This design comes from an exercise in tuning for small area and a short achievable clock period on the open sky130 flow, not from production work. No functional check of the RTL was part of any run shown here.

==> flow/design.v, too long to show whole: its modules and the start of the top module <==
// module FA: 4 lines
// module HA: 4 lines
// module BSEL: 3 lines
// module PG0: 4 lines
// module BLKP: 4 lines
// module BLKN: 4 lines
// module GRYP: 3 lines
// module GRYN: 3 lines
// module Multiplier: 4055 lines
// module Multiplier_Wrapper: 38 lines
module Multiplier_Wrapper #(parameter N = 32, bits = N-1, prod = 2*bits+1)(
    input clk, rst,  
    input [bits:0] a_in, b_in,  
    output reg [prod:0] p  
    );
  // ...
==> flow/flow/run.sh <==
#!/bin/bash
# The standard ORFS layout (the standard.sh, unchanged synthesis), with
# repair_timing asked to leave 13 ns of setup slack. The clock period and all
# constraints stay the design's own; the margin only makes the repair work harder.
set -euo pipefail
bash standard.sh SETUP_SLACK_MARGIN=13 finish > standard_flow.log 2>&1
==> flow/standard.sh <==
#!/bin/bash
# synth_recipe.tcl (not shown) runs the flow's synth.tcl, then flattens the netlist and writes it again
# the make line also repeats each setting of config.mk as NAME=value (left out here)
make -C /OpenROAD-flow-scripts/flow DESIGN_CONFIG=/design/flow/config.mk WORK_HOME=/design/flow/orfs CLKGATE_MAP_FILE= SYNTH_SCRIPT=/design/flow/synth_recipe.tcl "${@:-finish}"
==> flow/config.mk <==
export PLATFORM = sky130hd
export DESIGN_NAME = Multiplier_Wrapper
export DESIGN_NICKNAME = Multiplier_Wrapper
export VERILOG_FILES = /design/flow/design.v
export SDC_FILE = /design/flow/constraint.sdc
export NUM_CORES = 4
export LEC_CHECK = 0
export CAP_MARGIN = 20
export CORE_MARGIN = 2
export CORE_UTILIZATION = 40
export SLEW_MARGIN = 20
export SYNTH_HIERARCHICAL = 1
export SYNTH_MINIMUM_KEEP_SIZE = 0
==> flow/constraint.sdc <==
create_clock -name core_clock -period 19.5 [get_ports {clk}]
set_input_delay 3.9000 -clock core_clock [delete_from_list [all_inputs] [get_ports {clk}]]
set_output_delay 3.9000 -clock core_clock [all_outputs]
set_load 0.01 [all_outputs]
==> impl_metrics.yaml, run 1 <==
routing:
  vias: 24350
  wl_met2_um: 53520
  routed_via_density: 6.016
  drt_drc_violations_left: 0
finish:
  seq_cells: 144
  final_util_pct: 45.37
  buffers_excl_clock: 207
  multi_input_area_um2: 27310
  n_antenna_cell: 0
  mostFrequentLayoutCell: "xnor2_1"
  inv_count: 179
min_path:
  min_path_cells: 3
  min_from: "one[0]"
  min_to: "p[0]"
global_route:
  grtUsageMet2_pct: 46.25
  gr-usage-met1_pct: 37.46
clock_tree:
  clk_pin_slew_ps: 80
  clock-sinks: 144
  htreeDepth: 4
  cts_hold_buffers: 0
sta:
  tightest_slew_ps: 986.3
  hold_violations: 0
critical_path:
  cpPeakStageDelay_ps: 580
run_status:
  status: "timing/DRC/antenna clean"
==> run 2, diff against run 1 <==
==> flow/flow/run.sh (replaced) <==
#!/bin/bash
# Layout flow: the standard ORFS flow (standard.sh, synthesis unchanged) with
#  - every synthesized cell first set to the smallest size of its family
#    (flow/downsize.tcl), so that the repair steps size up only what timing needs;
#  - repair_timing asked to leave 13 ns of setup slack. The clock period and all
#    constraints stay the design's own; the margin only makes the repair work harder.
# Each tool's output goes to a log file of its own in this folder.
set -euo pipefail
M=13
R=orfs/results/$FLOW_PLATFORM/Multiplier_Wrapper/base
bash standard.sh SETUP_SLACK_MARGIN=$M synth > synth.log 2>&1
RESULTS=$R LIB=$FLOW_HOME/platforms/$FLOW_PLATFORM/lib/sky130_fd_sc_hd__tt_025C_1v80.lib DONT_USE="" \
  openroad -no_init -exit flow/downsize.tcl > downsize.log 2>&1
bash standard.sh SETUP_SLACK_MARGIN=$M finish > finish.log 2>&1
==> flow/flow/downsize.tcl (new file) <==
# Set every cell to the smallest-area member of its drive-strength family
# (same cell function, e.g. a22oi_2 -> a22oi_1). The later repair steps of the
# flow size up whatever timing needs.
set results $::env(RESULTS)
read_liberty $::env(LIB)
read_db $results/1_synth.odb
set areas [dict create]
foreach lc [get_lib_cells *] {
  dict set areas [get_name $lc] [get_property $lc area]
}
set dont_use [list]
foreach p $::env(DONT_USE) { lappend dont_use $p }
set n 0
foreach inst [get_cells *] {
  set ref [get_property $inst ref_name]
  if { ![regexp {^(sky130_fd_sc_hd__[a-z0-9]+(?:_[a-z0-9]+)*?)_([0-9]+)$} $ref -> fam drv] } { continue }
  set best $ref
  set best_area [dict get $areas $ref]
  foreach cand [dict keys $areas "${fam}_*"] {
    if { ![regexp "^${fam}_\[0-9\]+\$" $cand] } { continue }
    if { [lsearch -exact $dont_use $cand] >= 0 } { continue }
    set a [dict get $areas $cand]
    if { $a < $best_area } { set best $cand; set best_area $a }
  }
  if { $best ne $ref } {
    replace_cell $inst $best
    incr n
  }
}
puts "downsized $n cells"
write_db $results/1_synth.odb
==> run 2 against run 1 <==
Against the previous run:
- still clean
- die area down 12%
- sequential share of layout area up 1.4 points
- wire length fell by 4.0%
- synthesized area is 12% lower
- global-route usage increased by 2.8 points
- synthesized cell count did not move
- count of clock-buffer cells in the layout stayed put
- first-iteration DRC count up 42%
- flip-flop and latch count did not move
- critical endpoint is now p[63]
==> impl_metrics.yaml, run 2 <==
finish:
  largest_reg_flops: 64
  reg.largest.list: "p x64, a x32"
  final_cell_mix: "xnor2_1 (583), a22oi_1 (496), fa_1 (469), inv_1 (178), nor2_1 (159)"
  drive_above_1_share_pct: 5.069
  final_cells: 3910
  n_antenna_cell: 0
  mostFrequentLayoutCell: "xnor2_1"
  final_util_pct: 46.10
  area_growth_pct: 14.19
  fin_nets: 3622
  top_register: "p"
clock_tree:
  htreeDepth: 4
  cts_tree: "yes"
  clk_pin_slew_ps: 80
  cts_buffer_depth: 2
  clock_latency_ps: 490
  cts_buffers: 17
  root_buffer: "clkbuf_16"
  clock-sinks: 144
run_status:
  status: "timing/DRC/antenna clean"
global_route:
  first_global_vias: 26580
  antenna_found_initial: 1
  grt_max_degree: 81
  overflow: 0
  grt_pass1_wl_um: 167600
  grt.total_usage_pct: 31.81
sta:
  setup-violations-final: 0
  slew_viol_final: 0
  tightest_slew_ps: 938.7
  rsz0062_at_grt: "no"
  hold_violations: 0
  finalCriticalPeriod_ps: 6403
  slew_headroom_pct: 37.42
  skew_ps: 14.65
  whs_ps: 1051
  finalSetupTns_ps: 0
  period_share_pct: 32.84
  fmaxAchievable_mhz: 156.2
die:
  core-area_um2: 68590
  die_w_um: 267.1
  dieArea_um2: 71340
  num_rows: 96
  ios: 130
  die_h_um: 267.1
  initial_core_util_pct: 40.37
routing:
  wl_um: 112800
  wire_per_inst_um: 28.86
  vias: 24600
  ant_nets: 0
  drt_drc_violations_left: 0
  drtIter0Drc: 2906
  dr.pass1.iters: 7
  routed_via_density: 6.291
synthesis:
  syn_area_per_cell_um2: 9.985
  yosys_warnings: 7
  synth_area_um2: 27690
  syn_inst: 2773
critical_path:
  crit_arrival_ps: 6630
  path_class: "register to register"
  path_max_fanout: 33
  worstPathRequired_ps: 19730
  r2r_cells: 18
  start_kind: "register"
  endpoint_kind: "register"
min_path:
  holdCritPathClass: "register to register"
  min_path_cells: 4
place:
  place_inst: 3871
  finalWeightedCongestion: 1.059
  dp_hpwl_um: 76060
  io_buffers: 129
run:
  max_cap_violations: 0
run 2: area by class of cell:
cell class | count | area (um2)
Clock buffer | 20 | 489.2
Clock inverter | 12 | 135.1
Fill cell | 6542 | 36970
Inverter | 179 | 671.9
Multi-Input combinational cell | 2436 | 23470
Sequential cell | 144 | 3659
Tap cell | 931 | 1165
Timing Repair Buffer | 188 | 2031
run 2: critical path, stage by stage, from the launching register on:
cell      delay, ps
dfxtp_1         320
clkbuf_8        330
a22oi_1         160
xnor2_1         310
fa_1            470
fa_1            540
fa_1            440
fa_1            390
fa_1            510
fa_1            410
ha_1            460
inv_1           160
nor2_1          240
nand2_1         170
o21ai_1         490
a21oi_1         140
o21ai_2         240
a21oi_1         180
xnor2_1         180
run 2: routing by layer:
layer / vias up / track usage, % / wire (um)
met5: - / 0 / 0
met4: 0 / 17.04 / 7195
met3: 471 / 8.266 / 13000
met2: 1769 / 50.13 / 50310
met1: 12270 / 40.01 / 42330
li1: 10090 / - / -
run 2: path summary, 6_finish.rpt:
kind	startpoint	to	slack [ps]
setup / recovery	a[29]	p[63]	13100
hold / removal	one[0]	p[0]	1050
setup reg to reg	a[29]	p[63]	13100
hold reg to reg	one[0]	p[0]	1050
run 2: repair_timing:
action	4_1_cts	5_1_grt
buffers inserted	0	7
pin swaps	0	0
hold buffers	0	0
setup endpoints to repair	19	24
resized for setup	21	73
run 2: stage by stage:
| step | worst slack [ps] | area (um2) |
|---|---|---|
| 4_1_cts | 12960 | 31220 |
| 3_5_place_dp | 12510 | 30540 |
| 3_3_place_gp | 12460 | 30540 |
| 5_1_grt | 12990 | 31620 |
| 6_report | 13100 | 31620 |
| 2_1_floorplan | 13300 | 27700 |

static timing again, ports no longer ideal:
The flow's constraints put no driver on any port. The routed layouts listed below were extracted and timed again, unchanged, in two steps. Step 1 sets driving cells, clkbuf_16 on the clock port and buf_2 on the other inputs (assumed; they add their load-dependent delay and slew). Step 2 also shifts input and output timing later by t, the mid clock arrival at the registers, as if the neighbouring blocks saw the same clock. Slacks: ideal / step 1 / step 2; pairs: ideal / step 1.
| run | t (ns) | slack for setup (ns) | slew at the worst register clock pin (ns) | pins driven straight from the clock port |
|---|---|---|---|---|
| run 1 | 0.550 | 13.131 / 13.131 / 13.131 | 0.08 / 0.08 | 1 |
| run 2 | 0.542 | 13.097 / 13.097 / 13.097 | 0.08 / 0.08 | 1 |
After both steps setup and hold are still met in every run listed.
